From an optimization exercise on the open Yosys and OpenROAD flow, aimed at small area; shortcuts taken in it are not production practice.
Where RTL was checked, it was by simulation tests only, not by an equivalence proof against the original.
Only the layout flow was run in runs 2 and 3; the RTL was not checked for function there.
Power is estimated from default activity; no workload was simulated.

$ cat config.mk
export PLATFORM = sky130hd
export DESIGN_NAME = top_module
export DESIGN_NICKNAME = top_module
export VERILOG_FILES = /design/flow/design.v
export SDC_FILE = /design/flow/constraint.sdc
export NUM_CORES = 4
export LEC_CHECK = 0
export ABC_AREA = 1
export CAP_MARGIN = 20
export CORE_MARGIN = 2
export CORE_UTILIZATION = 65
export CTS_CLUSTER_DIAMETER = 100
export CTS_CLUSTER_SIZE = 25
export PLACE_DENSITY = 0.75
export SLEW_MARGIN = 20
$ cat constraint.sdc
create_clock -name core_clock -period 90.0 [get_ports {clk}]
set_input_delay 18.0000 -clock core_clock [delete_from_list [all_inputs] [get_ports {clk}]]
set_output_delay 18.0000 -clock core_clock [all_outputs]
set_load 0.01 [all_outputs]
$ cat design.v
`timescale 1ns / 1ps
module bcd_seg(
    input[3:0] num,
    output reg[7:0] seg_out
);
always @(*)
begin
    case(num)
        4'h0: seg_out=8'b1100_0000;
        4'h1: seg_out=8'b1111_1001;
        4'h2: seg_out=8'b1010_0100;
        4'h3: seg_out=8'b1011_0000;
        4'h4: seg_out=8'b1001_1001;
        4'h5: seg_out=8'b1001_0010;
        4'h6: seg_out=8'b1000_0010;
        4'h7: seg_out=8'b1111_1000;
        4'h8: seg_out=8'b1000_0000;
        4'h9: seg_out=8'b1001_0000;
        4'ha: seg_out=8'b1000_1000;
        4'hb: seg_out=8'b1000_0011;
        4'hc: seg_out=8'b1100_0110;
        4'hd: seg_out=8'b1010_0001;
        4'he: seg_out=8'b1000_0110;
        4'hf: seg_out=8'b1000_1110;
        default: seg_out = 8'b1111_1111;
    endcase
end
endmodule
module button_jitter(
    input clk,
    input rst,
    input but_in,
    output but_edge
);
localparam [16:0] P = 17'h12492;
reg r0, r1, o, e0, e1;
reg [16:0] s;
wire z = ~|s[15:0];
wire hit = z & ~s[16];
always @(posedge clk) begin
    if (rst) begin
        r0 <= 1'b0;
        r1 <= 1'b0;
        s <= P;
        o <= 1'b0;
        e0 <= 1'b0;
        e1 <= 1'b0;
    end else begin
        r0 <= but_in;
        r1 <= r0;
        s <= (r0 ^ r1) ? P : {s[15:0], s[16] ^ s[13] ^ z};
        if (hit) o <= r0;
        e0 <= o;
        e1 <= e0;
    end
end
assign but_edge = e0 & ~e1;
endmodule
module key_scanner(
    input clk,
    input rst,
    input [3:0] row,
    output reg [3:0] col,
    output [15:0] key_edge
);
localparam [16:0] P = 17'h12492;  
reg [5:0] kp;
reg f0;           
reg [15:0] d;     
reg [15:0] D;     
reg [15:0] pend;  
reg [7:0] c01;    
reg [16:0] g;
reg [16:0] s [0:15];
wire p3 = kp == 6'd3;
wire p20 = kp == 6'd20;
wire win0 = kp >= 6'd2 && kp <= 6'd18;    
wire win = kp >= 6'd4 && kp <= 6'd20;     
always @(*) begin
    if (kp >= 6'd1 && kp <= 6'd8) col = 4'b0111;
    else if (kp >= 6'd9 && kp <= 6'd16) col = 4'b1011;
    else if (kp >= 6'd17 && kp <= 6'd24) col = 4'b1101;
    else if (kp >= 6'd25 && kp <= 6'd32) col = 4'b1110;
    else col = 4'b1111;
end
wire [15:0] chg = d ^ D;
wire [15:0] rise = d & ~D;
wire [15:0] changed = {c01, chg[7:0]};
reg [15:0] coin;
reg [15:0] raw_edge;
reg [15:0] zl;
integer i;
always @(*) begin
    for (i = 0; i < 16; i = i + 1) begin
        zl[i] = ~|s[i][15:0];
        coin[i] = zl[i] & ~s[i][16];
        raw_edge[i] = (p3 & rise[i] & coin[i]) | (p20 & pend[i]);
    end
end
always @(posedge clk) begin
    if (rst) begin
        kp <= 6'd0;
        f0 <= 1'b1;
        d <= 16'd0;
        D <= 16'd0;
    end else begin
        kp <= (kp == 6'd40) ? 6'd0 : kp + 6'd1;
        if (kp == 6'd40) f0 <= 1'b0;
        if (kp == 6'd8) begin d[15:12] <= ~row; D[15:12] <= d[15:12]; end
        if (kp == 6'd16) begin d[11:8] <= ~row; D[11:8] <= d[11:8]; end
        if (kp == 6'd24) begin d[7:4] <= ~row; D[7:4] <= d[7:4]; end
        if (kp == 6'd32) begin d[3:0] <= ~row; D[3:0] <= d[3:0]; end
    end
end
always @(posedge clk) begin
    if (p3) begin
        pend <= rise & ~coin;
        c01 <= chg[15:8];
    end
end
wire gfb = g[16] ^ g[13] ^ ~|g[15:0];
always @(posedge clk) begin
    if ((f0 && kp == 6'd1) || (!f0 && p3))
        g <= P;
    else
        g <= {g[15:0], gfb};
end
always @(posedge clk) begin
    for (i = 0; i < 16; i = i + 1)
        s[i] <= {s[i][15:0], ((f0 && win0) || (!f0 && win && changed[i])) ? gfb : s[i][16] ^ s[i][13] ^ zl[i]};
end
assign key_edge[13] = raw_edge[15];
assign key_edge[12] = raw_edge[14];
assign key_edge[11] = raw_edge[13];
assign key_edge[10] = raw_edge[12];
assign key_edge[14] = raw_edge[11];
assign key_edge[9]  = raw_edge[10];
assign key_edge[6]  = raw_edge[9];
assign key_edge[3]  = raw_edge[8];
assign key_edge[0]  = raw_edge[7];
assign key_edge[8]  = raw_edge[6];
assign key_edge[5]  = raw_edge[5];
assign key_edge[2]  = raw_edge[4];
assign key_edge[15] = raw_edge[3];
assign key_edge[7]  = raw_edge[2];
assign key_edge[4]  = raw_edge[1];
assign key_edge[1]  = raw_edge[0];
endmodule
module music_table(
    input [8:0] s,
    output reg hit,
    output reg [4:0] lim
);
always @(*) begin
    hit = 1'b1;
    lim = 5'd7;
    case (s)
        9'h010: lim = 5'd26;
        9'h012: lim = 5'd17;
        9'h013: lim = 5'd19;
        9'h014: lim = 5'd17;
        9'h016: lim = 5'd14;
        9'h018: lim = 5'd12;
        9'h01c: lim = 5'd7;
        9'h020: lim = 5'd26;
        9'h022: lim = 5'd17;
        9'h023: lim = 5'd19;
        9'h024: lim = 5'd17;
        9'h026: lim = 5'd14;
        9'h028: lim = 5'd12;
        9'h02c: lim = 5'd7;
        9'h030: lim = 5'd26;
        9'h032: lim = 5'd17;
        9'h033: lim = 5'd19;
        9'h034: lim = 5'd17;
        9'h036: lim = 5'd14;
        9'h038: lim = 5'd12;
        9'h03c: lim = 5'd17;
        9'h03e: lim = 5'd11;
        9'h040: lim = 5'd10;
        9'h042: lim = 5'd17;
        9'h044: lim = 5'd11;
        9'h046: lim = 5'd19;
        9'h048: lim = 5'd12;
        9'h04c: lim = 5'd7;
        9'h050: lim = 5'd26;
        9'h052: lim = 5'd17;
        9'h053: lim = 5'd19;
        9'h054: lim = 5'd17;
        9'h056: lim = 5'd14;
        9'h058: lim = 5'd12;
        9'h05c: lim = 5'd7;
        9'h060: lim = 5'd26;
        9'h062: lim = 5'd17;
        9'h063: lim = 5'd19;
        9'h064: lim = 5'd17;
        9'h066: lim = 5'd14;
        9'h068: lim = 5'd12;
        9'h06c: lim = 5'd7;
        9'h070: lim = 5'd26;
        9'h072: lim = 5'd17;
        9'h073: lim = 5'd19;
        9'h074: lim = 5'd17;
        9'h076: lim = 5'd14;
        9'h078: lim = 5'd12;
        9'h080: lim = 5'd7;
        9'h08c: lim = 5'd26;
        9'h08e: lim = 5'd21;
        9'h090: lim = 5'd19;
        9'h094: lim = 5'd17;
        9'h098: lim = 5'd26;
        9'h09b: lim = 5'd7;
        9'h09c: lim = 5'd26;
        9'h09e: lim = 5'd21;
        9'h0a0: lim = 5'd19;
        9'h0a4: lim = 5'd17;
        9'h0a8: lim = 5'd26;
        9'h0ab: lim = 5'd7;
        9'h0ac: lim = 5'd26;
        9'h0ae: lim = 5'd21;
        9'h0b0: lim = 5'd19;
        9'h0b4: lim = 5'd17;
        9'h0b8: lim = 5'd14;
        9'h0ba: lim = 5'd17;
        9'h0bc: lim = 5'd19;
        9'h0be: lim = 5'd17;
        9'h0c0: lim = 5'd19;
        9'h0c2: lim = 5'd17;
        9'h0c4: lim = 5'd19;
        9'h0c6: lim = 5'd17;
        9'h0c8: lim = 5'd26;
        9'h0cb: lim = 5'd7;
        9'h0cc: lim = 5'd26;
        9'h0ce: lim = 5'd21;
        9'h0d0: lim = 5'd19;
        9'h0d4: lim = 5'd17;
        9'h0d8: lim = 5'd26;
        9'h0db: lim = 5'd7;
        9'h0dc: lim = 5'd26;
        9'h0de: lim = 5'd21;
        9'h0e0: lim = 5'd19;
        9'h0e4: lim = 5'd17;
        9'h0e8: lim = 5'd23;
        9'h0ec: lim = 5'd21;
        9'h0ee: lim = 5'd29;
        9'h0f0: lim = 5'd26;
        9'h0f8: lim = 5'd7;
        default: hit = 1'b0;
    endcase
end
endmodule
module top_module(
    input clk,
    input rst,
    input[23:0] sw,
    input[4:0] bt,
    input[3:0] row,
    output[3:0] col,
    output reg[7:0] seg_out,
    output reg[7:0] seg_en,
    output reg[23:0] led,
    output reg buzzer
);
wire [15:0] ke;
key_scanner ks(clk, rst, row, col, ke);
wire right_e, left_e, up_e, down_e;
button_jitter b0(clk, rst, bt[0], right_e);
button_jitter b1(clk, rst, bt[1], left_e);
button_jitter b2(clk, rst, bt[2], up_e);
button_jitter b4(clk, rst, bt[4], down_e);
reg [4:0] glo;
reg [5:0] ghi;
always @(posedge clk) begin
    if (rst) begin
        glo <= 5'd0;
        ghi <= 6'd0;
    end else begin
        glo <= glo + 5'd1;
        if (&glo) ghi <= (ghi == 6'd49) ? 6'd0 : ghi + 6'd1;
    end
end
wire seg_tick = glo == 5'd24;
wire ms_edge = glo[3:0] == 4'd9;
wire ms100_edge = (ghi == 6'd24) && (glo == 5'd25);
reg [2:0] view;
wire v0 = view == 3'd0;
wire v1 = view == 3'd1;
wire v2 = view == 3'd2;
wire v3 = view == 3'd3;
wire v4 = view == 3'd4;
reg [2:0] winner;
always @(posedge clk) begin
    if (rst || (v1 && ke[15]) || (v2 && ke[15]))
        view <= 3'd0;
    else if ((v0 && ke[15]) || (v3 && ke[12]) || (v4 && ke[13]))
        view <= 3'd1;
    else if (v1 && winner != 3'd0)
        view <= 3'd2;
    else if (v1 && ke[12])
        view <= 3'd3;
    else if (v1 && ke[13])
        view <= 3'd4;
end
reg [2:0] sst;           
reg schg;                
reg cursor;              
reg pc2, pc0;            
reg [3:0] qc;            
reg [3:0] at_t, at_o;    
reg [3:0] ws_t, ws_o;    
reg [3:0] ss, fs;        
wire [2:0] pc = {pc2, ~pc2, pc0};
reg dig_ok;              
reg [3:0] dig;
reg d19_ok;              
reg [3:0] dig19;
integer k;
always @(*) begin
    dig_ok = 1'b0;
    dig = 4'd0;
    for (k = 0; k < 10; k = k + 1)
        if (ke[9:0] == (10'd1 << k)) begin
            dig_ok = 1'b1;
            dig = k;
        end
    d19_ok = 1'b0;
    dig19 = 4'd0;
    for (k = 1; k < 10; k = k + 1)
        if (ke[9:1] == (9'd1 << (k - 1))) begin
            d19_ok = 1'b1;
            dig19 = k;
        end
end
wire any_dig = |ke[9:0];
wire at_max = at_t == 4'd9 && at_o == 4'd9;
wire at_min = at_t == 4'd0 && at_o <= 4'd1;
wire ws_max = ws_t == 4'd9 && ws_o == 4'd9;
wire ws_min = ws_t == 4'd0 && ws_o <= 4'd1;
always @(posedge clk) begin
    if (rst) begin
        sst <= 3'd0;
        schg <= 1'b0;
    end else if (v0) begin
        schg <= left_e | right_e;
        if (left_e)
            sst <= (sst == 3'd0) ? 3'd6 : sst - 3'd1;
        else if (right_e)
            sst <= (sst == 3'd6) ? 3'd0 : sst + 3'd1;
    end
end
always @(posedge clk) begin
    if (rst) begin
        pc2 <= 1'b0;
        pc0 <= 1'b0;
        qc <= 4'd5;
        at_t <= 4'd1;
        at_o <= 4'd0;
        ws_t <= 4'd0;
        ws_o <= 4'd3;
        ss <= 4'd1;
        fs <= 4'd1;
        cursor <= 1'b1;
    end else if (v0) begin
        if (schg) cursor <= 1'b1;
        case (sst)
            3'd1: begin
                if (up_e && !pc2) begin
                    pc2 <= pc0;
                    pc0 <= ~pc0;
                end else if (down_e && (pc2 || pc0)) begin
                    pc2 <= 1'b0;
                    pc0 <= pc2;
                end else begin
                    case (ke[4:2])
                        3'b100: begin pc2 <= 1'b1; pc0 <= 1'b0; end
                        3'b010: begin pc2 <= 1'b0; pc0 <= 1'b1; end
                        3'b001: begin pc2 <= 1'b0; pc0 <= 1'b0; end
                        default: ;
                    endcase
                end
            end
            3'd2: begin
                if (up_e && qc < 4'd9) qc <= qc + 4'd1;
                else if (down_e && qc > 4'd1) qc <= qc - 4'd1;
                else if (d19_ok) qc <= dig19;
            end
            3'd3: begin
                if (up_e && !at_max) begin
                    if (at_o == 4'd9) begin
                        at_o <= 4'd0;
                        at_t <= at_t + 4'd1;
                    end else
                        at_o <= at_o + 4'd1;
                end else if (down_e && !at_min) begin
                    if (at_o == 4'd0) begin
                        at_o <= 4'd9;
                        at_t <= at_t - 4'd1;
                    end else
                        at_o <= at_o - 4'd1;
                end else begin
                    if (dig_ok) begin
                        if (cursor) at_t <= dig;
                        else at_o <= dig;
                    end
                    if (any_dig) cursor <= ~cursor;
                end
            end
            3'd4: begin
                if (up_e && !ws_max) begin
                    if (ws_o == 4'd9) begin
                        ws_o <= 4'd0;
                        ws_t <= ws_t + 4'd1;
                    end else
                        ws_o <= ws_o + 4'd1;
                end else if (down_e && !ws_min) begin
                    if (ws_o == 4'd0) begin
                        ws_o <= 4'd9;
                        ws_t <= ws_t - 4'd1;
                    end else
                        ws_o <= ws_o - 4'd1;
                end else begin
                    if (dig_ok) begin
                        if (cursor) ws_t <= dig;
                        else ws_o <= dig;
                    end
                    if (any_dig) cursor <= ~cursor;
                end
            end
            3'd5: begin
                if (up_e && ss < 4'd9) ss <= ss + 4'd1;
                else if (down_e && ss > 4'd1) ss <= ss - 4'd1;
                else if (d19_ok) ss <= dig19;
            end
            3'd6: begin
                if (up_e && fs < 4'd9) fs <= fs + 4'd1;
                else if (down_e && fs > 4'd1) fs <= fs - 4'd1;
                else if (d19_ok) fs <= dig19;
            end
            default: ;
        endcase
    end
end
wire crst = rst || v0;
reg [3:0] pcnt;          
reg [1:0] cst;           
reg [2:0] sel;           
reg [3:0] sc_t [1:4];    
reg [3:0] sc_o [1:4];
reg [3:0] qres [1:9];    
reg [3:0] cms;           
reg clock_end;
reg [3:0] tr_t, tr_o;    
reg [9:0] tr_ms;         
wire c_ms_rise = cms == 4'd7;
wire [7:0] s1 = {sc_t[1], sc_o[1]};
wire [7:0] s2 = {sc_t[2], sc_o[2]};
wire [7:0] s3 = {sc_t[3], sc_o[3]};
wire [7:0] s4 = {sc_t[4], sc_o[4]};
wire [7:0] wsb = {ws_t, ws_o};
wire [1:0] wk = glo[1:0];
reg [7:0] wk_s, rb_s;
reg [1:0] rb, best_r;
reg [2:0] fr, first_r;
always @(*) begin
    case (wk)
        2'd0: wk_s = s1;
        2'd1: wk_s = s2;
        2'd2: wk_s = s3;
        default: wk_s = s4;
    endcase
    case (rb)
        2'd0: rb_s = s1;
        2'd1: rb_s = s2;
        2'd2: rb_s = s3;
        default: rb_s = s4;
    endcase
end
wire wk_best = wk == 2'd0 || wk_s > rb_s;
wire wk_reach = wk_s >= wsb;
wire [1:0] rb_n = wk_best ? wk : rb;
wire [2:0] fr_n = (wk != 2'd0 && fr != 3'd0) ? fr : (wk_reach ? {1'b0, wk} + 3'd1 : 3'd0);
always @(posedge clk) begin
    rb <= rb_n;
    fr <= fr_n;
    if (wk == 2'd3) begin
        best_r <= rb_n;
        first_r <= fr_n;
    end
end
wire [2:0] best = {1'b0, best_r} + 3'd1;
reg [3:0] cur_t, cur_o;
always @(*) begin
    case (sel)
        3'd1: begin cur_t = sc_t[1]; cur_o = sc_o[1]; end
        3'd2: begin cur_t = sc_t[2]; cur_o = sc_o[2]; end
        3'd3: begin cur_t = sc_t[3]; cur_o = sc_o[3]; end
        default: begin cur_t = sc_t[4]; cur_o = sc_o[4]; end
    endcase
end
wire [4:0] add_o = cur_o + ss;
wire add_c = add_o >= 5'd10;
wire [3:0] up_t = cur_t + {3'd0, add_c};
wire [3:0] up_o = add_c ? add_o - 5'd10 : add_o[3:0];
wire sub_b = cur_o < fs;
wire sub_zero = cur_t == 4'd0 && sub_b;
wire [3:0] dn_t = sub_zero ? 4'd0 : cur_t - {3'd0, sub_b};
wire [3:0] dn_o = sub_zero ? 4'd0 : (sub_b ? cur_o + 4'd10 - fs : cur_o - fs);
wire [2:0] grade = {ke[10], ke[11], ke[0]};
wire g_ok = grade == 3'b100 || grade == 3'b010 || grade == 3'b001;
wire [1:0] gcode = grade == 3'b100 ? 2'd1 : grade == 3'b010 ? 2'd2 : 2'd3;
integer j;
always @(posedge clk) begin
    if (crst) begin
        pcnt <= 4'd0;
        cst <= 2'd0;
        sel <= 3'd0;
        winner <= 3'd0;
        for (j = 1; j <= 4; j = j + 1) begin
            sc_t[j] <= 4'd0;
            sc_o[j] <= 4'd0;
        end
    end else if (v1) begin
        case (cst)
            2'd0: begin
                if (ke[14]) begin
                    if (pcnt == qc)
                        winner <= best;
                    else if (first_r != 3'd0)
                        winner <= first_r;
                    else begin
                        pcnt <= pcnt + 4'd1;
                        cst <= 2'd1;
                        sel <= 3'd0;
                    end
                end
            end
            2'd1: begin
                if (clock_end) begin
                    sel <= 3'd0;
                    cst <= 2'd2;
                end
                case (ke[4:1])
                    4'b1000: if (pc2) begin sel <= 3'd4; cst <= 2'd2; end
                    4'b0100: if (pc2 || pc0) begin sel <= 3'd3; cst <= 2'd2; end
                    4'b0010: begin sel <= 3'd2; cst <= 2'd2; end
                    4'b0001: begin sel <= 3'd1; cst <= 2'd2; end
                    default: ;
                endcase
            end
            2'd2: begin
                if (g_ok) begin
                    cst <= 2'd0;
                    if (sel >= 3'd1 && sel <= 3'd4) begin
                        if (grade == 3'b100) begin
                            sc_t[sel] <= up_t;
                            sc_o[sel] <= up_o;
                        end else if (grade == 3'b010) begin
                            sc_t[sel] <= dn_t;
                            sc_o[sel] <= dn_o;
                        end
                    end
                end
            end
            default: ;
        endcase
    end
end
wire q_we = v1 && cst == 2'd2 && g_ok && sel != 3'd0 && sel <= 3'd4;
always @(posedge clk) begin
    for (j = 1; j <= 9; j = j + 1)
        if (crst)
            qres[j] <= 4'd0;
        else if (q_we && pcnt == j)
            qres[j] <= {sel[1:0] - 2'd1, gcode};
end
always @(posedge clk) begin
    if (crst)
        cms <= 4'd0;
    else
        cms <= cms + 4'd1;
end
wire tr_zero = tr_t == 4'd0 && tr_o == 4'd0 && tr_ms == 10'd0;
wire tr_ten = tr_t == 4'd0 && tr_o == 4'd0 && tr_ms == 10'd10;
always @(posedge clk) begin
    if (crst) begin
        tr_t <= 4'd0;
        tr_o <= 4'd0;
        tr_ms <= 10'd0;
        clock_end <= 1'b0;
    end else if (c_ms_rise) begin
        if (!v1 || cst != 2'd1) begin
            tr_t <= 4'd0;
            tr_o <= 4'd0;
            tr_ms <= 10'd0;
            clock_end <= 1'b0;
        end else if (tr_zero) begin
            tr_t <= at_t;
            tr_o <= at_o;
            tr_ms <= 10'd0;
            clock_end <= 1'b0;
        end else if (tr_ten) begin
            clock_end <= 1'b1;
        end else begin
            if (tr_ms == 10'd0) begin
                tr_ms <= 10'd999;
                if (tr_o == 4'd0) begin
                    tr_o <= 4'd9;
                    tr_t <= tr_t - 4'd1;
                end else
                    tr_o <= tr_o - 4'd1;
            end else
                tr_ms <= tr_ms - 10'd1;
        end
    end
end
reg [1:0] lst;
reg setp;
always @(posedge clk) begin
    if (rst) begin
        setp <= 1'b0;
        lst <= 2'd0;
    end else begin
        if (setp) setp <= 1'b0;
        if (v1) begin
            if ((lst == 2'd0 && cst == 2'd1) || (lst == 2'd1 && cst == 2'd2))
                setp <= 1'b1;
            lst <= cst;
        end
    end
end
reg [8:0] acnt;
reg aplay;
always @(posedge clk) begin
    if (rst) begin
        acnt <= 9'd0;
        aplay <= 1'b0;
    end else if (setp) begin
        acnt <= 9'd0;
        aplay <= 1'b1;
    end else if (aplay && ms_edge) begin
        if (acnt == 9'd400) begin
            acnt <= 9'd0;
            aplay <= 1'b0;
        end else
            acnt <= acnt + 9'd1;
    end
end
reg [4:0] abc;
reg abon, abre, abz;
always @(posedge clk) begin
    if (rst) begin
        abc <= 5'd0;
        abon <= 1'b0;
        abre <= 1'b0;
        abz <= 1'b0;
    end else begin
        if (abc == (abon ? 5'd17 : 5'd7)) begin
            abc <= 5'd0;
            abre <= 1'b1;
            if (abon) abz <= ~abz;
        end else
            abc <= abc + 5'd1;
        if (abre) begin
            abre <= 1'b0;
            abon <= aplay;
        end
    end
end
reg mrst;
always @(posedge clk) mrst <= rst || !v2;
reg [2:0] wst;
reg [2:0] pos;
reg [3:0] mpass;
wire w_show = wst != 3'd0 && wst <= pc;
always @(posedge clk) begin
    if (rst || !v2) begin
        wst <= 3'd0;
        pos <= 3'd0;
        mpass <= 4'd0;
    end else begin
        if (wst == 3'd0) begin
            wst <= 3'd1;
            pos <= 3'd0;
        end else if (wst == pc && pos == 3'd5) begin
            wst <= 3'd7;
            pos <= 3'd0;
        end else if (pos == 3'd5) begin
            wst <= wst + 3'd1;
            pos <= 3'd0;
        end
        if (w_show) begin
            if (mpass == 4'd10) begin
                pos <= pos + 3'd1;
                mpass <= 4'd0;
            end else if (ms100_edge)
                mpass <= mpass + 4'd1;
        end
    end
end
reg [3:0] mq;
reg [7:0] mcnt;
reg [8:0] slices;
reg play_end;
always @(posedge clk) begin
    if (mrst) begin
        mq <= 4'd0;
        mcnt <= 8'd0;
        slices <= 9'd0;
        play_end <= 1'b0;
    end else begin
        mq <= mq + 4'd1;
        if (!play_end && mq == 4'd9) begin
            if (mcnt == 8'd200) begin
                mcnt <= 8'd0;
                if (slices == 9'h110)
                    play_end <= 1'b1;
                else
                    slices <= slices + 9'd1;
            end else
                mcnt <= mcnt + 8'd1;
        end
    end
end
wire mt_hit;
wire [4:0] mt_lim;
music_table mt(slices, mt_hit, mt_lim);
reg [4:0] mlim;          
always @(posedge clk) begin
    if (mrst || play_end)
        mlim <= 5'd7;
    else if (mt_hit)
        mlim <= mt_lim;
end
reg [4:0] mbc, mblim;
reg mbre, mbz;
always @(posedge clk) begin
    if (mrst) begin
        mbc <= 5'd0;
        mblim <= 5'd7;
        mbre <= 1'b0;
        mbz <= 1'b0;
    end else begin
        if (mbc == mblim) begin
            mbc <= 5'd0;
            mbre <= 1'b1;
            if (mblim != 5'd7) mbz <= ~mbz;
        end else
            mbc <= mbc + 5'd1;
        if (mbre) begin
            mbre <= 1'b0;
            mblim <= mlim;
        end
    end
end
reg [2:0] ist;
always @(posedge clk) begin
    if (rst || !v3)
        ist <= 3'd0;
    else begin
        if (ist == 3'd0) ist <= 3'd1;
        if (left_e)
            ist <= (ist == 3'd1) ? pc : ist - 3'd1;
        else if (right_e)
            ist <= (ist == pc) ? 3'd1 : ist + 3'd1;
    end
end
reg [3:0] qst;
always @(posedge clk) begin
    if (rst || !v4)
        qst <= 4'd0;
    else begin
        if (qst == 4'd0) qst <= 4'd1;
        if (left_e)
            qst <= (qst == 4'd1) ? pcnt : qst - 4'd1;
        else if (right_e)
            qst <= (qst == pcnt) ? 4'd1 : qst + 4'd1;
    end
end
reg [3:0] vp;
reg [7:0] seg;
reg [2:0] ltv;           
reg [2:0] pidx;
always @(*) begin
    case (view)
        3'd1: pidx = sel;
        3'd2: pidx = w_show ? wst : winner;
        default: pidx = ist;
    endcase
end
reg [3:0] sh_t, sh_o;
always @(*) begin
    case (pidx)
        3'd1: begin sh_t = sc_t[1]; sh_o = sc_o[1]; end
        3'd2: begin sh_t = sc_t[2]; sh_o = sc_o[2]; end
        3'd3: begin sh_t = sc_t[3]; sh_o = sc_o[3]; end
        3'd4: begin sh_t = sc_t[4]; sh_o = sc_o[4]; end
        default: begin sh_t = 4'd0; sh_o = 4'd0; end
    endcase
end
reg [3:0] qe;
always @(*) begin
    case (qst)
        4'd1: qe = qres[1];
        4'd2: qe = qres[2];
        4'd3: qe = qres[3];
        4'd4: qe = qres[4];
        4'd5: qe = qres[5];
        4'd6: qe = qres[6];
        4'd7: qe = qres[7];
        4'd8: qe = qres[8];
        4'd9: qe = qres[9];
        default: qe = 4'd0;
    endcase
end
reg blank, sp_p, sp_q;
reg [3:0] nib;
wire [2:0] dp = vp[2:0];
always @(*) begin
    blank = 1'b1;
    sp_p = 1'b0;
    sp_q = 1'b0;
    nib = 4'd0;
    case (view)
        3'd0: begin
            case (dp)
                3'd0: begin blank = 1'b0; nib = 4'd5; end
                3'd1: begin blank = 1'b0; nib = {1'b0, sst}; end
                3'd6: begin
                    if (sst == 3'd3) begin blank = 1'b0; nib = at_t; end
                    else if (sst == 3'd4) begin blank = 1'b0; nib = ws_t; end
                end
                3'd7: begin
                    case (sst)
                        3'd1: begin blank = 1'b0; nib = {1'b0, pc}; end
                        3'd2: begin blank = 1'b0; nib = qc; end
                        3'd3: begin blank = 1'b0; nib = at_o; end
                        3'd4: begin blank = 1'b0; nib = ws_o; end
                        3'd5: begin blank = 1'b0; nib = ss; end
                        3'd6: begin blank = 1'b0; nib = fs; end
                        default: ;
                    endcase
                end
                default: ;
            endcase
        end
        3'd1: begin
            case (dp)
                3'd0: begin blank = 1'b0; nib = 4'd12; end
                3'd1: begin blank = 1'b0; nib = pcnt; end
                3'd2: begin blank = 1'b0; nib = {2'b10, cst} + 4'd2; end
                3'd4: begin
                    if (cst == 2'd0) begin
                        if (pcnt != 4'd0 && sel <= 3'd4) begin blank = 1'b0; nib = {1'b0, sel}; end
                    end else if (cst == 2'd2) begin
                        blank = 1'b0; nib = {1'b0, sel};
                    end
                end
                3'd6: begin
                    if (cst == 2'd0) begin
                        if (pcnt != 4'd0 && sel != 3'd0 && sel <= 3'd4) begin blank = 1'b0; nib = sh_t; end
                    end else if (cst == 2'd1) begin
                        blank = 1'b0; nib = tr_t;
                    end
                end
                3'd7: begin
                    if (cst == 2'd0) begin
                        if (pcnt != 4'd0 && sel != 3'd0 && sel <= 3'd4) begin blank = 1'b0; nib = sh_o; end
                    end else if (cst == 2'd1) begin
                        blank = 1'b0; nib = tr_o;
                    end
                end
                default: ;
            endcase
        end
        3'd2: begin
            if (w_show) begin
                if (pos <= 3'd4) begin
                    if (dp == pos) begin blank = 1'b0; nib = {1'b0, wst}; end
                    else if (dp == pos + 3'd2) begin blank = 1'b0; nib = sh_t; end
                    else if (dp == pos + 3'd3) begin blank = 1'b0; nib = sh_o; end
                end
            end else if (wst != 3'd0) begin
                if (dp == 3'd4) begin blank = 1'b0; nib = {1'b0, winner}; end
                else if (dp == 3'd6) begin blank = 1'b0; nib = sh_t; end
                else if (dp == 3'd7) begin blank = 1'b0; nib = sh_o; end
            end
        end
        3'd3: begin
            case (dp)
                3'd0: begin blank = 1'b0; nib = 4'd1; end
                3'd1: begin blank = 1'b0; sp_p = 1'b1; end
                3'd4: begin blank = 1'b0; nib = {1'b0, ist}; end
                3'd6: begin blank = 1'b0; nib = sh_t; end
                3'd7: begin blank = 1'b0; nib = sh_o; end
                default: ;
            endcase
        end
        3'd4: begin
            case (dp)
                3'd0: begin blank = 1'b0; nib = 4'd1; end
                3'd1: begin blank = 1'b0; sp_q = 1'b1; end
                3'd2: begin blank = 1'b0; nib = qst; end
                3'd4, 3'd5, 3'd6, 3'd7: begin
                    if (qe[1:0] != 2'd0 && dp == 3'd7 - {1'b0, qe[3:2]}) begin
                        blank = 1'b0;
                        nib = (qe[1:0] == 2'd1) ? 4'd10 : (qe[1:0] == 2'd2) ? 4'd11 : 4'd0;
                    end
                end
                default: ;
            endcase
        end
        default: ;
    endcase
end
wire [7:0] nib_seg;
bcd_seg dec(nib, nib_seg);
wire [7:0] digit = blank ? 8'hFF : sp_p ? 8'b1000_1100 : sp_q ? 8'b1001_1000 : nib_seg;
always @(posedge clk) begin
    if (rst) begin
        vp <= 4'd9;
        seg <= 8'hFF;
        ltv <= 3'd0;
    end else if (seg_tick) begin
        vp <= (vp >= 4'd8) ? 4'd0 : vp + 4'd1;
        seg <= (vp <= 4'd7) ? digit : 8'hFF;
        ltv <= view;
    end
end
always @(*) begin
    case (vp)
        4'd1: seg_en = 8'b0111_1111;
        4'd2: seg_en = 8'b1011_1111;
        4'd3: seg_en = 8'b1101_1111;
        4'd4: seg_en = 8'b1110_1111;
        4'd5: seg_en = 8'b1111_0111;
        4'd6: seg_en = 8'b1111_1011;
        4'd7: seg_en = 8'b1111_1101;
        4'd8: seg_en = 8'b1111_1110;
        default: seg_en = 8'b1111_1111;
    endcase
    seg_out = (view == ltv && view <= 3'd4) ? seg : 8'hFF;
    led = v2 ? {12'd0, 3'd0, slices} : 24'd0;
    buzzer = v1 ? abz : v2 ? mbz : 1'b0;
end
endmodule
$ cat run.sh
#!/bin/bash
# synth_recipe.tcl (not shown) runs the flow's synth.tcl, then flattens the netlist and writes it again
# the make line also repeats each setting of config.mk as NAME=value (left out here)
make -C /OpenROAD-flow-scripts/flow DESIGN_CONFIG=/design/flow/config.mk WORK_HOME=/design/flow/orfs CLKGATE_MAP_FILE= SYNTH_SCRIPT=/design/flow/synth_recipe.tcl finish
==> results.yml, run 1 <==
yosys:
  ys_warn_count: 7
  ys_types: 78
  synth.avg_cell_area_um2: 7.97
  synth-seq-cells: 708
  netlist.area_leader.share_pct: 40.8
  synth.most_common_cell: "dfxtp_1"
  synth-seq-area-share_pct: 46.6
  netlist_instances: 3982
  yosys-top-cells-count: "dfxtp_1, nand2_1, inv_1"
  synth_area_leaders: "dfxtp_1, nand2_1, inv_1, nor2_1, edfxtp_1"
  yosysTopAreaCell: "dfxtp_1"
  async_flop_share_pct: 0
  syn-cell-area_mm2: 0.0317
  synth_ff_type: "dfxtp_1"
  synth-edff-count: 61
clock_network:
  clkSlewWorstSetupHoldPaths_ns: 0.09
  cts_tree: "yes"
  ctsResizeCount: 0
  numClockSinks: 708
  root_buffer: "clkbuf_16"
  cts_buffer_depth: 3
  cts_buffers: 36
  postCtsHoldBufs: 0
  post_cts_buffers: 0
  clk_latency_ns: 0.60
  htreeDepth: 2
floorplanning:
  die-area_mm2: 0.0506
  rows: 80
  core_area_mm2: 0.0479
  die_w_um: 225
  die_y_um: 225
  start_util_pct: 66.2
  pin_count: 80
sta:
  setup_viol: 0
  max_freq_ghz: 0.0475
  fin_skew_ns: 0.0358
  min_period_ns: 21.05
  rsz0062_at_grt: "false"
  setup-tns-final_ns: 0
  drv_slew: 0
  worstMarginPinSlew_ns: 1.00
  slew_headroom_pct: 32.8
  fin_crit_sh_pct: 23.4
  hold_viol_final: 0
finish:
  drive_gt1_share_pct: 5.34
  area_growth_syn_to_layout_pct: 5.98
  nets: 4171
  n_antenna_cell: 0
  instances_no_fill: 4622
  fillers: 3764
hold_path:
  hold-path-cell-count: 0
  hold_class: "flop to flop"
  hold_path_startpoint: "ks.s[6][8]"
  holdPathEnd: "ks.s[6][9]"
critical_path:
  critPathLaunchType: "flop"
  worstPathArrival_ns: 3.05
  required_ns: 72.00
  crit_fanout: 10
  criticalPathCategory: "flop to primary output"
  r2r-end: "sc_t[2][3]"
  r2r_cells: 22
  cp-end-kind: "primary output"
  reg2reg_slack_ns: 84.77
  r2r-start: "sel[0]"
global_route:
  grt_overflow: 0
  grtUsageTotal_pct: 30.9
  antenna_found_initial: 0
  grt_max_degree: 68
  grt_pass1_wl_mm: 128
  grt_pass1_vias: 25747
route:
  routed-wl-met2_mm: 36.2
  drcViolationCount: 0
  route.met3.wl_mm: 5.44
  wl_per_cell_um: 17.0
  vias: 26765
  m1WireLength_mm: 35.1
  drtAntennaViolNets: 0
  postRouteWirelength_mm: 78.8
  drt_iter0_drc: 2341
  first_pass_iters: 7
  dr.max_layer_used: "met4"
  vias_per_cell: 5.79
placed_design:
  gp_congestion: 0.955
  dp_hpwl_mm: 58.6
  post-place-cells: 4566
  io_buffer_count: 38
run_status:
  status: "timing/DRC/antenna clean"
power:
  ir_drop_v: 0.0000304
  power_density_mw_per_mm2: 19.5
  p_leak_uw: 0.0142
flow_run:
  drv_cap: 0
[layout make-up]
| class | instances | area, um2 | share of cell area [%] |
|---|---|---|---|
| inverter | 591 | 2230 | 6.63 |
| clock inverter | 8 | 111 | 0.331 |
| timing repair buffer | 46 | 435 | 1.29 |
| tap | 615 | 769 | 2.29 |
| multi-input combinational | 2606 | 14300 | 42.6 |
| sequential | 708 | 14800 | 44.0 |
| clock buffer | 48 | 977 | 2.91 |
[through the flow]
stage               total power, uW  util, %  hold WS (ns)  cell area [um2]  setup WS [ns]
finish                          656     70.1         0.343            33600          68.95
global route                    684     70.1         0.351            33600          68.68
CTS                             658     70.1         0.347            33600          68.99
detailed placement              477     67.9         0.336            32500          69.52
global placement                469     67.9         0.331            32500          69.48
floorplan                       454        -         0.323            31800          70.05
[how the worst max path moves through the flow]
| stage | from | cells after the start | to | slack (ns) |
|---|---|---|---|---|
| after global routing | ks.kp[3] | 9 | col[2] | 68.68 |
| after detailed placement | rst | 8 | b2.s[0] | 69.52 |
| after global placement | view[0] | 7 | seg_out[3] | 69.48 |
| after floorplan | view[0] | 6 | seg_out[0] | 70.05 |
| final | ks.kp[3] | 9 | col[2] | 68.95 |
| after CTS | ks.kp[3] | 9 | col[2] | 68.99 |
[worst max-delay path: stages (launching register included)]
cell and delay, ns:
dfxtp_1 0.45, inv_1 0.12, nor2_1 0.10, inv_1 0.06
nor3_1 0.35, inv_1 0.11, nor2_1 0.47, a31oi_1 0.14
nand2_1 0.10, clkdlybuf4s50_1 0.54
[report_power, final]
| part | switching [uW] | total [uW] | internal [uW] |
|---|---|---|---|
| combinational | 27.3 | 46.5 | 19.3 |
| clock | 103 | 183 | 79.5 |
| sequential | 38.8 | 426 | 387 |
[placed cells by master (no fill, tap or decap), types with 23 or more instances in the layout]
| cell type | instances |
|---|---|
| a211oi_1 | 23 |
| a21oi_1 | 274 |
| clkdlybuf4s50_1 | 37 |
| ha_1 | 143 |
| nor4_1 | 45 |
| o22ai_1 | 40 |
| nand3_1 | 170 |
| nand4_1 | 57 |
| nand2_1 | 591 |
| xnor2_1 | 31 |
| o21ai_1 | 24 |
| or2_2 | 45 |
| inv_1 | 547 |
| nor2_1 | 509 |
| nor3_1 | 69 |
| clkbuf_16 | 37 |
| a31oi_1 | 26 |
| o211ai_1 | 29 |
| dfxtp_1 | 647 |
| inv_2 | 31 |
| edfxtp_1 | 61 |
| xor2_1 | 48 |
| o21ai_0 | 262 |
[cell families after synthesis]
group,share of synthesized area (%)
AND/OR/NAND/NOR,21.8
AO/OA/AOI/OAI,14.9
flip-flops,46.6
buffers and inverters,8.48
adder cells (fa/ha/maj),5.89
XOR/XNOR,2.18
multiplexers,0.103
other,0.0237
[flip-flops by register name, indices dropped and copies added (netlist names), 10 cells and up, named ones only]
signal	count
ks.s	272
qres	36
b0.s	17
b1.s	17
b2.s	17
b4.s	17
ks.g	17
ks.D	16
ks.d	16
ks.pend	16
sc_o	16
sc_t	16
tr_ms	10
[routing by layer]
| layer | track usage [%] | vias to the layer above |
|---|---|---|
| met1 | 42.2 | 12600 |
| met5 | 0 | - |
| met3 | 4.59 | 140 |
| li1 | - | 13125 |
| met2 | 50.8 | 900 |
| met4 | 9.21 | 0 |
==> inputs of run 2 (changes only) <==
--- a/design.v
+++ b/design.v
@@ -34,5 +34,5 @@
 );
 localparam [16:0] P = 17'h12492;
-reg r0, r1, o, e0, e1;
+reg r0, c, o, e0, e1;    
 reg [16:0] s;
 wire z = ~|s[15:0];
@@ -41,6 +41,5 @@
     if (rst) begin
         r0 <= 1'b0;
-        r1 <= 1'b0;
-        s <= P;
+        c <= 1'b0;
         o <= 1'b0;
         e0 <= 1'b0;
@@ -48,10 +47,10 @@
     end else begin
         r0 <= but_in;
-        r1 <= r0;
-        s <= (r0 ^ r1) ? P : {s[15:0], s[16] ^ s[13] ^ z};
+        c <= but_in ^ r0;
         if (hit) o <= r0;
         e0 <= o;
         e1 <= e0;
     end
+    s <= (rst || c) ? P : {s[15:0], s[16] ^ s[13] ^ z};
 end
 assign but_edge = e0 & ~e1;
@@ -154,96 +153,96 @@
 always @(*) begin
     hit = 1'b1;
-    lim = 5'd7;
+    lim = 5'd18;
     case (s)
-        9'h010: lim = 5'd26;
-        9'h012: lim = 5'd17;
-        9'h013: lim = 5'd19;
-        9'h014: lim = 5'd17;
-        9'h016: lim = 5'd14;
-        9'h018: lim = 5'd12;
-        9'h01c: lim = 5'd7;
-        9'h020: lim = 5'd26;
-        9'h022: lim = 5'd17;
-        9'h023: lim = 5'd19;
-        9'h024: lim = 5'd17;
-        9'h026: lim = 5'd14;
-        9'h028: lim = 5'd12;
-        9'h02c: lim = 5'd7;
-        9'h030: lim = 5'd26;
-        9'h032: lim = 5'd17;
-        9'h033: lim = 5'd19;
-        9'h034: lim = 5'd17;
-        9'h036: lim = 5'd14;
-        9'h038: lim = 5'd12;
-        9'h03c: lim = 5'd17;
-        9'h03e: lim = 5'd11;
-        9'h040: lim = 5'd10;
-        9'h042: lim = 5'd17;
-        9'h044: lim = 5'd11;
-        9'h046: lim = 5'd19;
-        9'h048: lim = 5'd12;
-        9'h04c: lim = 5'd7;
-        9'h050: lim = 5'd26;
-        9'h052: lim = 5'd17;
-        9'h053: lim = 5'd19;
-        9'h054: lim = 5'd17;
-        9'h056: lim = 5'd14;
-        9'h058: lim = 5'd12;
-        9'h05c: lim = 5'd7;
-        9'h060: lim = 5'd26;
-        9'h062: lim = 5'd17;
-        9'h063: lim = 5'd19;
-        9'h064: lim = 5'd17;
-        9'h066: lim = 5'd14;
-        9'h068: lim = 5'd12;
-        9'h06c: lim = 5'd7;
-        9'h070: lim = 5'd26;
-        9'h072: lim = 5'd17;
-        9'h073: lim = 5'd19;
-        9'h074: lim = 5'd17;
-        9'h076: lim = 5'd14;
-        9'h078: lim = 5'd12;
-        9'h080: lim = 5'd7;
-        9'h08c: lim = 5'd26;
-        9'h08e: lim = 5'd21;
-        9'h090: lim = 5'd19;
-        9'h094: lim = 5'd17;
-        9'h098: lim = 5'd26;
-        9'h09b: lim = 5'd7;
-        9'h09c: lim = 5'd26;
-        9'h09e: lim = 5'd21;
-        9'h0a0: lim = 5'd19;
-        9'h0a4: lim = 5'd17;
-        9'h0a8: lim = 5'd26;
-        9'h0ab: lim = 5'd7;
-        9'h0ac: lim = 5'd26;
-        9'h0ae: lim = 5'd21;
-        9'h0b0: lim = 5'd19;
-        9'h0b4: lim = 5'd17;
-        9'h0b8: lim = 5'd14;
-        9'h0ba: lim = 5'd17;
-        9'h0bc: lim = 5'd19;
-        9'h0be: lim = 5'd17;
-        9'h0c0: lim = 5'd19;
-        9'h0c2: lim = 5'd17;
-        9'h0c4: lim = 5'd19;
-        9'h0c6: lim = 5'd17;
-        9'h0c8: lim = 5'd26;
-        9'h0cb: lim = 5'd7;
-        9'h0cc: lim = 5'd26;
-        9'h0ce: lim = 5'd21;
-        9'h0d0: lim = 5'd19;
-        9'h0d4: lim = 5'd17;
-        9'h0d8: lim = 5'd26;
-        9'h0db: lim = 5'd7;
-        9'h0dc: lim = 5'd26;
-        9'h0de: lim = 5'd21;
-        9'h0e0: lim = 5'd19;
-        9'h0e4: lim = 5'd17;
-        9'h0e8: lim = 5'd23;
-        9'h0ec: lim = 5'd21;
-        9'h0ee: lim = 5'd29;
-        9'h0f0: lim = 5'd26;
-        9'h0f8: lim = 5'd7;
+        9'h010: lim = 5'd19;
+        9'h012: lim = 5'd15;
+        9'h013: lim = 5'd29;
+        9'h014: lim = 5'd15;
+        9'h016: lim = 5'd21;
+        9'h018: lim = 5'd5;
+        9'h01c: lim = 5'd18;
+        9'h020: lim = 5'd19;
+        9'h022: lim = 5'd15;
+        9'h023: lim = 5'd29;
+        9'h024: lim = 5'd15;
+        9'h026: lim = 5'd21;
+        9'h028: lim = 5'd5;
+        9'h02c: lim = 5'd18;
+        9'h030: lim = 5'd19;
+        9'h032: lim = 5'd15;
+        9'h033: lim = 5'd29;
+        9'h034: lim = 5'd15;
+        9'h036: lim = 5'd21;
+        9'h038: lim = 5'd5;
+        9'h03c: lim = 5'd15;
+        9'h03e: lim = 5'd2;
+        9'h040: lim = 5'd17;
+        9'h042: lim = 5'd15;
+        9'h044: lim = 5'd2;
+        9'h046: lim = 5'd29;
+        9'h048: lim = 5'd5;
+        9'h04c: lim = 5'd18;
+        9'h050: lim = 5'd19;
+        9'h052: lim = 5'd15;
+        9'h053: lim = 5'd29;
+        9'h054: lim = 5'd15;
+        9'h056: lim = 5'd21;
+        9'h058: lim = 5'd5;
+        9'h05c: lim = 5'd18;
+        9'h060: lim = 5'd19;
+        9'h062: lim = 5'd15;
+        9'h063: lim = 5'd29;
+        9'h064: lim = 5'd15;
+        9'h066: lim = 5'd21;
+        9'h068: lim = 5'd5;
+        9'h06c: lim = 5'd18;
+        9'h070: lim = 5'd19;
+        9'h072: lim = 5'd15;
+        9'h073: lim = 5'd29;
+        9'h074: lim = 5'd15;
+        9'h076: lim = 5'd21;
+        9'h078: lim = 5'd5;
+        9'h080: lim = 5'd18;
+        9'h08c: lim = 5'd19;
+        9'h08e: lim = 5'd22;
+        9'h090: lim = 5'd29;
+        9'h094: lim = 5'd15;
+        9'h098: lim = 5'd19;
+        9'h09b: lim = 5'd18;
+        9'h09c: lim = 5'd19;
+        9'h09e: lim = 5'd22;
+        9'h0a0: lim = 5'd29;
+        9'h0a4: lim = 5'd15;
+        9'h0a8: lim = 5'd19;
+        9'h0ab: lim = 5'd18;
+        9'h0ac: lim = 5'd19;
+        9'h0ae: lim = 5'd22;
+        9'h0b0: lim = 5'd29;
+        9'h0b4: lim = 5'd15;
+        9'h0b8: lim = 5'd21;
+        9'h0ba: lim = 5'd15;
+        9'h0bc: lim = 5'd29;
+        9'h0be: lim = 5'd15;
+        9'h0c0: lim = 5'd29;
+        9'h0c2: lim = 5'd15;
+        9'h0c4: lim = 5'd29;
+        9'h0c6: lim = 5'd15;
+        9'h0c8: lim = 5'd19;
+        9'h0cb: lim = 5'd18;
+        9'h0cc: lim = 5'd19;
+        9'h0ce: lim = 5'd22;
+        9'h0d0: lim = 5'd29;
+        9'h0d4: lim = 5'd15;
+        9'h0d8: lim = 5'd19;
+        9'h0db: lim = 5'd18;
+        9'h0dc: lim = 5'd19;
+        9'h0de: lim = 5'd22;
+        9'h0e0: lim = 5'd29;
+        9'h0e4: lim = 5'd15;
+        9'h0e8: lim = 5'd26;
+        9'h0ec: lim = 5'd22;
+        9'h0ee: lim = 5'd24;
+        9'h0f0: lim = 5'd19;
+        9'h0f8: lim = 5'd18;
         default: hit = 1'b0;
     endcase
@@ -277,10 +276,10 @@
     end else begin
         glo <= glo + 5'd1;
-        if (&glo) ghi <= (ghi == 6'd49) ? 6'd0 : ghi + 6'd1;
+        if (&glo) ghi <= (ghi == 6'd9) ? 6'd0 : {ghi[4:0], ~(ghi[5] ^ ghi[4])};
     end
 end
 wire seg_tick = glo == 5'd24;
 wire ms_edge = glo[3:0] == 4'd9;
-wire ms100_edge = (ghi == 6'd24) && (glo == 5'd25);
+wire ms100_edge = (ghi == 6'd48) && (glo == 5'd25);
 reg [2:0] view;
 wire v0 = view == 3'd0;
@@ -581,5 +580,5 @@
 end
 wire tr_zero = tr_t == 4'd0 && tr_o == 4'd0 && tr_ms == 10'd0;
-wire tr_ten = tr_t == 4'd0 && tr_o == 4'd0 && tr_ms == 10'd10;
+wire tr_ten = tr_t == 4'd0 && tr_o == 4'd0 && tr_ms == 10'd455;   
 always @(posedge clk) begin
     if (crst) begin
@@ -603,5 +602,5 @@
         end else begin
             if (tr_ms == 10'd0) begin
-                tr_ms <= 10'd999;
+                tr_ms <= 10'd8;   
                 if (tr_o == 4'd0) begin
                     tr_o <= 4'd9;
@@ -610,5 +609,5 @@
                     tr_o <= tr_o - 4'd1;
             end else
-                tr_ms <= tr_ms - 10'd1;
+                tr_ms <= {tr_ms[8:0], ~(tr_ms[9] ^ tr_ms[6])};
         end
     end
@@ -639,9 +638,9 @@
         aplay <= 1'b1;
     end else if (aplay && ms_edge) begin
-        if (acnt == 9'd400) begin
+        if (acnt == 9'd336) begin   
             acnt <= 9'd0;
             aplay <= 1'b0;
         end else
-            acnt <= acnt + 9'd1;
+            acnt <= {acnt[7:0], ~(acnt[8] ^ acnt[4])};
     end
 end
@@ -655,10 +654,10 @@
         abz <= 1'b0;
     end else begin
-        if (abc == (abon ? 5'd17 : 5'd7)) begin
+        if (abc == (abon ? 5'd15 : 5'd18)) begin   
             abc <= 5'd0;
             abre <= 1'b1;
             if (abon) abz <= ~abz;
         end else
-            abc <= abc + 5'd1;
+            abc <= {abc[3:0], ~(abc[4] ^ abc[2])};
         if (abre) begin
             abre <= 1'b0;
@@ -699,5 +698,5 @@
 end
 reg [3:0] mq;
-reg [7:0] mcnt;
+reg [8:0] mcnt;           
 reg [8:0] slices;
 reg play_end;
@@ -705,5 +704,5 @@
     if (mrst) begin
         mq <= 4'd0;
-        mcnt <= 8'd0;
+        mcnt <= 9'd0;
         slices <= 9'd0;
         play_end <= 1'b0;
@@ -711,6 +710,6 @@
         mq <= mq + 4'd1;
         if (!play_end && mq == 4'd9) begin
-            if (mcnt == 8'd200) begin
-                mcnt <= 8'd0;
+            if (mcnt == 9'd468) begin   
+                mcnt <= 9'd0;
                 if (slices == 9'h110)
                     play_end <= 1'b1;
@@ -718,5 +717,5 @@
                     slices <= slices + 9'd1;
             end else
-                mcnt <= mcnt + 8'd1;
+                mcnt <= {mcnt[7:0], ~(mcnt[8] ^ mcnt[4])};
         end
     end
@@ -728,5 +727,5 @@
 always @(posedge clk) begin
     if (mrst || play_end)
-        mlim <= 5'd7;
+        mlim <= 5'd18;
     else if (mt_hit)
         mlim <= mt_lim;
@@ -737,5 +736,5 @@
     if (mrst) begin
         mbc <= 5'd0;
-        mblim <= 5'd7;
+        mblim <= 5'd18;
         mbre <= 1'b0;
         mbz <= 1'b0;
@@ -744,7 +743,7 @@
             mbc <= 5'd0;
             mbre <= 1'b1;
-            if (mblim != 5'd7) mbz <= ~mbz;
+            if (mblim != 5'd18) mbz <= ~mbz;
         end else
-            mbc <= mbc + 5'd1;
+            mbc <= {mbc[3:0], ~(mbc[4] ^ mbc[2])};
         if (mbre) begin
             mbre <= 1'b0;
--- a/config.mk
+++ b/config.mk
@@ -9,7 +9,7 @@
 export CAP_MARGIN = 20
 export CORE_MARGIN = 2
-export CORE_UTILIZATION = 65
-export CTS_CLUSTER_DIAMETER = 100
-export CTS_CLUSTER_SIZE = 25
-export PLACE_DENSITY = 0.75
+export CORE_UTILIZATION = 75
+export CTS_CLUSTER_DIAMETER = 80
+export CTS_CLUSTER_SIZE = 28
+export PLACE_DENSITY = 0.88
 export SLEW_MARGIN = 20
==> run 2 against run 1 <==
  * Via count down 0.92%
  * Global-route usage up 2.3 points
  * Critical path depth down 2
  * Non-clock buffer count unchanged
  * Clock power up 5%
  * Combinational power down 2%
  * Register-to-register slack worse by 0.20 ns
  * Die area down 14%
  * Sequential cell count up 1
  * Worst hold slack worse by 0.0023 ns
==> results.yml, run 2 <==
run_status:
  status: "timing/DRC/antenna clean"
global_route:
  grt_overflow: 0
  antenna_found_initial: 0
  grtUsageTotal_pct: 33.1
  grt_max_degree: 63
  grt_pass1_wl_mm: 120
  grt_pass1_vias: 24808
power:
  power_uw: 663
  ir_drop_v: 0.0000195
  p_leak_uw: 0.0143
  power_density_mw_per_mm2: 19.8
finish:
  final_common_cell: "dfxtp_1"
  largest-register: "ks.s"
  n_antenna_cell: 0
  final_cell_mix: "dfxtp_1, nand2_1, nor2_1"
  largestRegisters: "ks.s x272, qres x36"
  largest_reg_flops: 272
  drive_gt1_share_pct: 5.56
  fillers: 2884
  nets: 4112
  area_growth_syn_to_layout_pct: 6.16
  fin_area_mm2: 0.0334
sta:
  hold_viol_final: 0
  setup-tns-final_ns: 0
  fin_skew_ns: 0.0186
  setup_viol: 0
  max_freq_ghz: 0.0476
  worstMarginPinSlew_ns: 1.12
  fin_crit_sh_pct: 23.3
  drv_slew: 0
  slew_headroom_pct: 24.4
  setup_slack_ns: 69.00
  min_period_ns: 21.00
  hold_ws_ns: 0.340
  rsz0062_at_grt: "false"
yosys:
  ys_types: 81
  synth_area_leaders: "dfxtp_1, nand2_1, nor2_1, inv_1, edfxtp_1"
  yosysTopAreaCell: "dfxtp_1"
  synth.avg_cell_area_um2: 8.03
  syn-cell-area_mm2: 0.0315
  yosys-top-cells-count: "dfxtp_1, nand2_1, nor2_1"
  synth-edff-count: 61
  netlist.area_leader.share_pct: 41.2
  synth-seq-area-share_pct: 47.0
  synth.most_common_cell: "dfxtp_1"
  async_flop_share_pct: 0
  netlist_instances: 3924
  synth-seq-cells: 709
  ys_warn_count: 7
  synth_ff_type: "dfxtp_1"
critical_path:
  r2r_cells: 21
  reg2reg_slack_ns: 84.57
  crit_chain: "nor2_1, inv_1, nor2_1, inv_1, a2111oi_2, nand2_1, clkdlybuf4s50_1"
  cp-end-kind: "primary output"
  critPathLaunchType: "flop"
  worst-path-buf-inv: 3
  r2r-start: "sel[0]"
  worst_path_max_delay_cell: "a2111oi_2"
  required_ns: 72.00
  crit_fanout: 7
  criticalPathCategory: "flop to primary output"
  critPathMaxStageDelay_ns: 0.69
  worstPathArrival_ns: 3.00
  cp_top_family: "buffers and inverters"
  r2r-end: "sc_t[4][3]"
floorplanning:
  die_y_um: 209
  core_area_mm2: 0.0417
  pin_count: 80
  rows: 75
  die_w_um: 209
  start_util_pct: 75.6
  die-area_mm2: 0.0437
clock_network:
  ctsResizeCount: 0
  htreeDepth: 2
  cts_buffer_depth: 3
  cts_tree: "yes"
  post_cts_buffers: 0
  root_buffer: "clkbuf_16"
  cts_buffers: 36
  clkSlewWorstSetupHoldPaths_ns: 0.10
  clk_latency_ns: 0.60
  postCtsHoldBufs: 0
  numClockSinks: 709
route:
  wl_per_cell_um: 16.3
  postRouteWirelength_mm: 73.1
  drcViolationCount: 0
  vias_per_cell: 5.90
  vias: 26520
  first_pass_iters: 10
  drt_iter0_drc: 2570
  drtAntennaViolNets: 0
placed_design:
  io_buffer_count: 38
  placed_cell_area_mm2: 0.0322
  dp_hpwl_mm: 51.8
  gp_congestion: 1.04
  preCtsSetupSlack_ns: 69.30
flow_run:
  drv_cap: 0
hold_path:
  hold-path-cell-count: 0
  hold_class: "flop to flop"
  holdPathEnd: "ks.s[14][7]"
  hold_path_startpoint: "ks.s[14][6]"
==> run 2: through the flow <==
step,std cells,utilization [%]
6_report,4496,80.3
5_1_grt,4496,80.3
4_1_cts,4496,80.3
3_5_place_dp,4436,77.3
3_3_place_gp,4436,77.3
2_1_floorplan,3938,-
==> run 2: area by class of cell <==
| cell class | count | area [um2] | share of cell area (%) |
|---|---|---|---|
| multi-input cells | 2576 | 14200 | 42.4 |
| well taps | 539 | 674 | 2.02 |
| repair buffers | 46 | 435 | 1.30 |
| inverters | 566 | 2130 | 6.38 |
| clock buffers | 47 | 1030 | 3.09 |
| flip-flops and latches | 709 | 14800 | 44.3 |
| clock inverters | 13 | 181 | 0.543 |
==> run 2: worst max-delay path by stage <==
stage | from | endpoint | slack, ns | cells past startpoint
finish | view[0] | seg_out[3] | 69.00 | 7
global route | view[0] | seg_out[1] | 68.71 | 7
CTS | view[0] | seg_out[3] | 68.98 | 7
detailed placement | rst | sc_t[4][2] | 69.30 | 10
global placement | rst | sc_t[4][2] | 69.34 | 10
floorplan | view[0] | seg_out[0] | 70.00 | 6
==> run 2: kinds of logic (layout without fill, tap and decap cells) <==
logic type,count (synthesis),count (layout),share of synthesized area [%]
buffers and inverters,653,672,8.19
adders and majority gates,142,142,5.74
AOI/OAI and AO/OA,800,800,15.2
and+or+nand+nor,1541,1541,21.7
muxes,2,2,0.0715
xor gates and xnor gates,75,75,2.09
DFF,709,709,47.0
other,2,16,0.0238
==> run 2: layer usage <==
layer	part of all wire [%]	GRT usage (%)	vias to the layer above	routed length (um)
met5	0	0	-	0
met4	3.5	13.1	0	2560
met3	7.8	5.28	211	5740
met2	46	53.8	1076	33300
met1	43	44.7	12241	31500
li1	-	-	12992	-
==> run 2: worst reg2reg max path: stages, from the launching register on <==
cell,delay (ns)
dfxtp_1,0.72
inv_2,0.29
ha_1,0.28
nand2_1,0.25
inv_1,0.14
nor3_2,0.31
inv_1,0.25
o2111ai_1,0.13
o21a_1,0.22
inv_1,0.14
fa_1,0.44
xnor2_1,0.23
inv_1,0.10
ha_1,0.22
inv_1,0.09
a21oi_1,0.05
o221ai_1,0.40
ha_1,0.28
nand2_1,0.08
xor2_1,0.16
a32oi_2,0.32
nor2_1,0.11
==> run 2: power breakdown <==
part / total [uW] / switching [uW] / internal [uW]
combinational: 45.7 / 26.8 / 18.9
sequential: 425 / 36.9 / 388
clock: 192 / 107 / 85.6
total: 663 / 171 / 492
==> inputs of run 3 (changes only) <==
--- a/config.mk
+++ b/config.mk
@@ -9,7 +9,7 @@
 export CAP_MARGIN = 20
 export CORE_MARGIN = 2
-export CORE_UTILIZATION = 75
-export CTS_CLUSTER_DIAMETER = 80
+export CORE_UTILIZATION = 65
+export CTS_CLUSTER_DIAMETER = 100
 export CTS_CLUSTER_SIZE = 28
-export PLACE_DENSITY = 0.88
+export PLACE_DENSITY = 0.75
 export SLEW_MARGIN = 20
==> run 3 against run 2 <==
  * Still clean on timing, DRC and antenna
  * Global-route usage fell by 2.9 points
  * Wire length grew 6.0%
  * Die area rose by 15%
  * Non-clock buffer count rose by 1
  * Worst setup slack worse by 0.059 ns
  * Combinational power about the same
  * Clock power shrank 15%
  * Maximum frequency fell by 0.28%
  * Sequential cell count did not move
  * Via count down 0.14%
  * Core utilization is 11 points lower
  * Area after synthesis is the same
  * Largest cell class unchanged
  * Largest power group unchanged
==> results.yml, run 3 <==
sta:
  fin_crit_sh_pct: 23.4
  min_period_ns: 21.06
  setup_slack_ns: 68.94
  drv_slew: 0
  worstMarginPinSlew_ns: 1.10
  setup-tns-final_ns: 0
  hold_viol_final: 0
  max_freq_ghz: 0.0475
  fin_skew_ns: 0.0274
  rsz0062_at_grt: "false"
  slew_headroom_pct: 26.1
  setup_viol: 0
floorplanning:
  pin_count: 80
  rows: 80
  start_util_pct: 66.0
  core_area_mm2: 0.0477
  die-area_mm2: 0.0502
  die_y_um: 224
  die_w_um: 224
route:
  drt_iter0_drc: 2178
  wl_per_cell_um: 17.0
  first_pass_iters: 7
  vias: 26483
  drcViolationCount: 0
  vias_per_cell: 5.81
  postRouteWirelength_mm: 77.5
  drtAntennaViolNets: 0
critical_path:
  cp_top_family: "buffers and inverters"
  worst_path_max_delay_cell: "a2111oi_2"
  r2r-end: "sc_t[2][3]"
  criticalPathCategory: "flop to primary output"
  crit_chain: "nor2_1, inv_1, nor2_1, inv_1, a2111oi_2, nand2_1, clkdlybuf4s50_1"
  r2r-start: "sel[0]"
  r2r_cells: 21
  cp-end-kind: "primary output"
  critPathMaxStageDelay_ns: 0.71
  worst-path-buf-inv: 3
  crit_fanout: 7
  critPathLaunchType: "flop"
  required_ns: 72.00
  worstPathArrival_ns: 3.06
  reg2reg_slack_ns: 84.57
clock_network:
  postCtsHoldBufs: 0
  post_cts_buffers: 0
  ctsResizeCount: 0
  htreeDepth: 1
  root_buffer: "clkbuf_16"
  cts_buffers: 31
  clk_latency_ns: 0.63
  cts_buffer_depth: 3
  clkSlewWorstSetupHoldPaths_ns: 0.10
  numClockSinks: 709
  cts_tree: "yes"
flow_run:
  drv_cap: 0
power:
  seq_power_share_pct: 66.9
  swShare_pct: 25.5
  power_uw: 634
  p_int_uw: 472
  p_clk_share_pct: 25.9
  power_density_mw_per_mm2: 19.1
  power_frac_comb_pct: 7.2
  ir_drop_v: 0.0000266
  p_leak_uw: 0.0141
  p_switching_uw: 162
global_route:
  use_met2_pct: 50.6
  grt_max_degree: 61
  grtUsageTotal_pct: 30.2
  grt_pass1_wl_mm: 125
  grt_busiest_layer: "met2"
  met3_usage_pct: 3.76
  met1_usage_pct: 41.2
  grt_overflow: 0
  antenna_found_initial: 0
  grt_pass1_vias: 25103
yosys:
  synth.most_common_cell: "dfxtp_1"
  syn-cell-area_mm2: 0.0315
  synth_ff_type: "dfxtp_1"
  synth_area_leaders: "dfxtp_1, nand2_1, nor2_1, inv_1, edfxtp_1"
  async_flop_share_pct: 0
  synth-seq-cells: 709
  synth-seq-area-share_pct: 47.0
  synth-edff-count: 61
  netlist.area_leader.share_pct: 41.2
  ys_warn_count: 7
  yosys-top-cells-count: "dfxtp_1, nand2_1, nor2_1"
  yosysTopAreaCell: "dfxtp_1"
  synth.avg_cell_area_um2: 8.03
  netlist_instances: 3924
  ys_types: 81
hold_path:
  hold_path_startpoint: "ks.s[5][10]"
  holdPathEnd: "ks.s[5][11]"
  hold-path-cell-count: 0
  hold_class: "flop to flop"
finish:
  nets: 4108
  area_growth_syn_to_layout_pct: 5.52
  seq_area_mm2: 0.0148
  largest_reg_flops: 272
  largest-register: "ks.s"
  multi_input_area_mm2: 0.0142
  final_cell_mix: "dfxtp_1, nand2_1, nor2_1"
  fin_util_pct: 69.6
  final_common_cell: "dfxtp_1"
  n_antenna_cell: 0
  largestRegisters: "ks.s x272, qres x36"
  drive_gt1_share_pct: 5.14
  fillers: 3818
placed_design:
  gp_congestion: 0.985
  preCtsSetupSlack_ns: 69.18
  io_buffer_count: 38
  dp_hpwl_mm: 58.0
run_status:
  status: "timing/DRC/antenna clean"
-- run 3: layout make-up --
class                           instances  share of cell area (%)
Timing Repair Buffer                   47                    1.33
Clock inverter                          7                   0.294
Tap cell                              615                    2.31
Clock buffer                           41                    2.45
Sequential cell                       709                    44.5
Inverter                              566                    6.41
Multi-Input combinational cell       2576                    42.7
-- run 3: metal layers --
layer	up-vias	part of all wire (%)
li1	12957	-
met1	12420	44
met2	957	46
met3	149	7.0
met4	0	2.8
met5	-	0
-- run 3: metrics by stage --
stage	instances	hold WS, ns	instance area, um2
floorplan	3938	0.323	31600
detailed placement	4513	0.332	32300
finish	4561	0.338	33200
global placement	4513	0.329	32300
CTS	4561	0.343	33200
global route	4561	0.346	33200
-- run 3: power by group through the flow --
stage          Clock, uW  Combinational (uW)  Sequential (uW)
6_report             164                45.8              424
5_1_grt              177                52.1              433
4_1_cts              167                45.8              425
3_5_place_dp           0                45.3              430
3_3_place_gp           0                43.4              425
2_1_floorplan          0                35.2              418
-- run 3: how the worst max path moves through the flow --
stage	slack, ns	cells past startpoint	to	start
3_3_place_gp	69.19	7	seg_out[2]	view[0]
3_5_place_dp	69.18	7	seg_out[2]	view[0]
6_report	68.94	7	seg_out[4]	view[0]
2_1_floorplan	70.00	6	seg_out[0]	view[0]
5_1_grt	68.69	7	seg_out[2]	view[0]
4_1_cts	68.48	7	seg_out[2]	view[0]
-- run 3: cells by family (layout without fill, tap and decap cells) --
kind of cell    count (synthesis)  in the layout  share of synthesized area (%)
other cells                     2             16                         0.0238
xor+xnor                       75             75                           2.09
compound gates                800            800                           15.2
simple gates                 1541           1541                           21.7
mux                             2              2                         0.0715
fa+ha+maj                     142            142                           5.74
flops                         709            709                           47.0
buf+inv                       653            661                           8.19

-- separate check: timing with driven ports --
The flow's constraints put no driver on any port. The routed layouts listed below were extracted and timed again, unchanged, in two steps.
Step 1 sets driving cells, clkbuf_16 on the clock port and buf_2 on the other inputs (assumed; they add their load-dependent delay and slew).
Step 2 times the ports against the registers' clock, not the clock port: input delays grow and output delays shrink by t, the midpoint of the rising clock arrivals with the driver on.
a / b / c = no drivers / after step 1 / after step 2; a / b = the first two.
run | t, ns | setup slack, ns | worst setup path at the end | latest minus earliest clock arrival (ns) | worst register clock-pin slew, ns
run 1 | 0.646 | 68.950 / 68.888 / 69.381 | input to register | 0.036 / 0.036 | 0.11 / 0.11
run 2 | 0.655 | 69.000 / 68.939 / 69.260 | input to register | 0.019 / 0.019 | 0.10 / 0.10
run 3 | 0.677 | 68.941 / 68.880 / 69.122 | input to register | 0.027 / 0.028 | 0.11 / 0.11
After both steps setup and hold are still met in every run listed.
